Background: an optimization exercise with open tools, aiming at small area and a short achievable clock period. Do not read the settings as production practice.
Only simulation tests tie the RTL to the original design; equivalence was not proved.

## pipelined_array_multiplier
module pipelined_array_multiplier (
    input  logic        clk_i,
    input  logic        clk_en_i,
    input  logic        rst_n_i,
    input  logic [31:0] multiplicand_i,
    input  logic [31:0] multiplier_i,
    input  logic        data_valid_i,
    output logic [63:0] product_o,
    output logic        data_valid_o
);
    logic [2:0] v_q;
    always_ff @(posedge clk_i) begin
        if (!rst_n_i) v_q <= '0;
        else if (clk_en_i) v_q <= {v_q[1:0], data_valid_i};
    end
    assign data_valid_o = v_q[2];
    logic [33:0] bx;
    assign bx = {2'b00, multiplier_i};
    logic [15:0] neg, one, two;
    for (genvar i = 0; i < 16; i++) begin : g_enc
        logic b_lo;
        if (i == 0) begin : g_first
            assign b_lo = 1'b0;
        end else begin : g_next
            assign b_lo = bx[2*i-1];
        end
        assign neg[i] = bx[2*i+1];
        assign one[i] = bx[2*i] ^ b_lo;
        assign two[i] = (bx[2*i+1] & ~bx[2*i] & ~b_lo) | (~bx[2*i+1] & bx[2*i] & b_lo);
    end
    logic [31:0] a_q;
    logic [15:0] neg_q, one_q, two_q;
    logic        b31_q;
    always_ff @(posedge clk_i) begin
        if (clk_en_i) begin
            a_q   <= multiplicand_i;
            neg_q <= neg;
            one_q <= one;
            two_q <= two;
            b31_q <= multiplier_i[31];
        end
    end
    logic [32:0] ax;
    assign ax = {a_q, 1'b0};
    logic [15:0][32:0] ppn;
    for (genvar i = 0; i < 16; i++) begin : g_booth
        mul_bpp0 u_bpp0 (.a_i(a_q[0]), .one_i(one_q[i]), .neg_i(neg_q[i]), .ppn_o(ppn[i][0]));
        for (genvar j = 1; j < 32; j++) begin : g_bit
            mul_bpp u_bpp (.a_i(a_q[j]), .a1_i(a_q[j-1]), .one_i(one_q[i]), .two_i(two_q[i]), .neg_i(neg_q[i]), .ppn_o(ppn[i][j]));
        end
        mul_bpp0 u_bpp32 (.a_i(a_q[31]), .one_i(two_q[i]), .neg_i(neg_q[i]), .ppn_o(ppn[i][32]));
    end
    logic [31:0] ppn16;
  ...
Size in the first run: roughly 2900 cells after synthesis, roughly 320 flip-flops, about 130 I/O pins, ~36000 sq um of cells after synthesis.
Settings: LEC_CHECK=0, CAP_MARGIN=20, CORE_MARGIN=2, CORE_UTILIZATION=40, SLEW_MARGIN=20, SYNTH_HIERARCHICAL=1, SYNTH_MINIMUM_KEEP_SIZE=0; clock period 11.0 ns.
standard.sh (not shown) runs the stock make flow with config.mk's settings and CLKGATE_MAP_FILE= SYNTH_SCRIPT=/design/flow/synth_recipe.tcl, a recipe that flattens the netlist after the stock synthesis.
==> flow/flow/run.sh <==
#!/bin/bash
# Layout flow: the standard ORFS flow (standard.sh) with the standard
# synthesis unchanged, plus
#  - after floorplan, combinational cells downsized to their smallest drive
#    strength (flow/downsize.tcl), so that area is only spent where timing
#    repair asks for it;
#  - optionally, timing repair also right after detailed placement
#    (flow/place_repair.tcl);
#  - optionally a chosen buffer cell for the port buffers.
# Settings are in flow/settings.sh. Each tool's output goes to a log here.
set -euo pipefail
cd "$(dirname "$0")/.."
W=$PWD
source flow/settings.sh
args=()
if [[ "$DOWNSIZE" != "none" ]]; then
  args+=("POST_FLOORPLAN_TCL=$W/flow/downsize.tcl" "DOWNSIZE_FAMILIES=$DOWNSIZE")
fi
args+=("SETUP_SLACK_MARGIN=$SETUP_MARGIN")
if [[ "${PLACE_REPAIR:-0}" == 1 ]]; then
  args+=("POST_DETAIL_PLACE_TCL=$W/flow/place_repair.tcl")
fi
if [[ -n "$PORT_BUFFER" ]]; then
  args+=("BUFFER_PORTS_ARGS=-buffer_cell $PORT_BUFFER")
fi
args+=($EXTRA)
bash standard.sh synth > flow_synth.log 2>&1
bash standard.sh "${args[@]}" finish > flow_layout.log 2>&1
==> flow/flow/place_repair.tcl <==
log_cmd estimate_parasitics -placement
repair_timing_helper -setup
detailed_placement
optimize_mirroring
log_cmd estimate_parasitics -placement
==> flow/flow/settings.sh <==
SETUP_MARGIN=7.55
DOWNSIZE="all"
PORT_BUFFER=sky130_fd_sc_hd__buf_2
PLACE_REPAIR=0
EXTRA="CTS_CLUSTER_SIZE=35 CTS_CLUSTER_DIAMETER=100 CORE_UTILIZATION=55"
Other scripts of this flow, unchanged in this note and not shown: flow/flow/downsize.tcl
Edit:
==> flow/flow/settings.sh (replaced) <==
SETUP_MARGIN=7.55
DOWNSIZE="all"
PORT_BUFFER=sky130_fd_sc_hd__buf_2
PLACE_REPAIR=0
EXTRA="CTS_CLUSTER_SIZE=30 CTS_CLUSTER_DIAMETER=100 CORE_UTILIZATION=60 PLACE_DENSITY=0.75"
Synthesized cell count stays the same.
Core utilization is higher by 4.5 points.
Sequential share of layout area is higher by 0.34 points.
Fmax stays flat.
Routed wire length is lower by 1.2%.
Non-clock buffer count is higher by 3.
Worst setup slack gains 0.0099 ns.
Edit:
==> flow/flow/settings.sh (replaced) <==
SETUP_MARGIN=7.55
DOWNSIZE="all"
PORT_BUFFER=sky130_fd_sc_hd__buf_2
PLACE_REPAIR=0
EXTRA="CTS_CLUSTER_SIZE=30 CTS_CLUSTER_DIAMETER=100 CORE_UTILIZATION=55 SLEW_MARGIN=0 CAP_MARGIN=0"
Setup slack gains 0.049 ns. Final cell count rises by about 2%. Global-route usage falls by 2.1 points. Critical path depth rises by 1. Worst hold slack gains 0.0042 ns. Clock skew stays flat. Core utilization falls by 4.8 points. Non-clock buffer count is unchanged. Design area rises by about 0.9%.
Edit:
--- a/flow/flow/run.sh
+++ b/flow/flow/run.sh
@@ -6,4 +6,2 @@
 #    repair asks for it;
-#  - optionally, timing repair also right after detailed placement
-#    (flow/place_repair.tcl);
 #  - optionally a chosen buffer cell for the port buffers.
@@ -19,5 +17,2 @@
 args+=("SETUP_SLACK_MARGIN=$SETUP_MARGIN")
-if [[ "${PLACE_REPAIR:-0}" == 1 ]]; then
-  args+=("POST_DETAIL_PLACE_TCL=$W/flow/place_repair.tcl")
-fi
 if [[ -n "$PORT_BUFFER" ]]; then
==> flow/flow/settings.sh (replaced) <==
SETUP_MARGIN=7.45
DOWNSIZE="all"
PORT_BUFFER=sky130_fd_sc_hd__buf_2
EXTRA=""
removed: flow/flow/place_repair.tcl
The new run completed without violations.
Flip-flop and latch count is unchanged.
Maximum frequency fell by 2.7%.
Wire length is about the same.
Utilization fell by 16 points.
Worst setup slack loses 0.096 ns.
Count of clock-buffer cells in the layout rose by 24.
Area after synthesis is unchanged.

## static timing again, ports no longer ideal
Ports are ideal in the flow. The routed layouts listed here were re-timed in OpenROAD.
Step 1 (the two cells are an assumption about what drives the block):
set clk [get_ports {clk_i}]
set_driving_cell -lib_cell sky130_fd_sc_hd__clkbuf_16 $clk
set_driving_cell -lib_cell sky130_fd_sc_hd__buf_2 [delete_from_list [all_inputs] $clk]
Step 2 moves the port delays by t, midway between the first and last clock arrival at a register: inputs arrive t later, outputs are due t later. That takes back most of the time a late clock gives input paths.
a / b / c = no drivers / after step 1 / after step 2; a / b = the first two.
run	t (ns)	setup slack, ns	hold slack, ns	worst setup path at the end
the first run	0.655	7.513 / 7.513 / 7.007	0.536 / 0.536 / 0.536	input to register
the second run	0.631	7.523 / 7.517 / 6.998	0.532 / 0.532 / 0.532	input to register
the third run	0.645	7.572 / 7.536 / 7.022	0.536 / 0.536 / 0.536	input to register
the fourth run	0.645	7.476 / 7.476 / 7.057	0.516 / 0.516 / 0.516	input to register
After both steps every run listed still meets setup and hold. For the third run, which loses most, drivers alone change the setup slack by -0.036 ns; drivers and shift together by -0.550 ns.
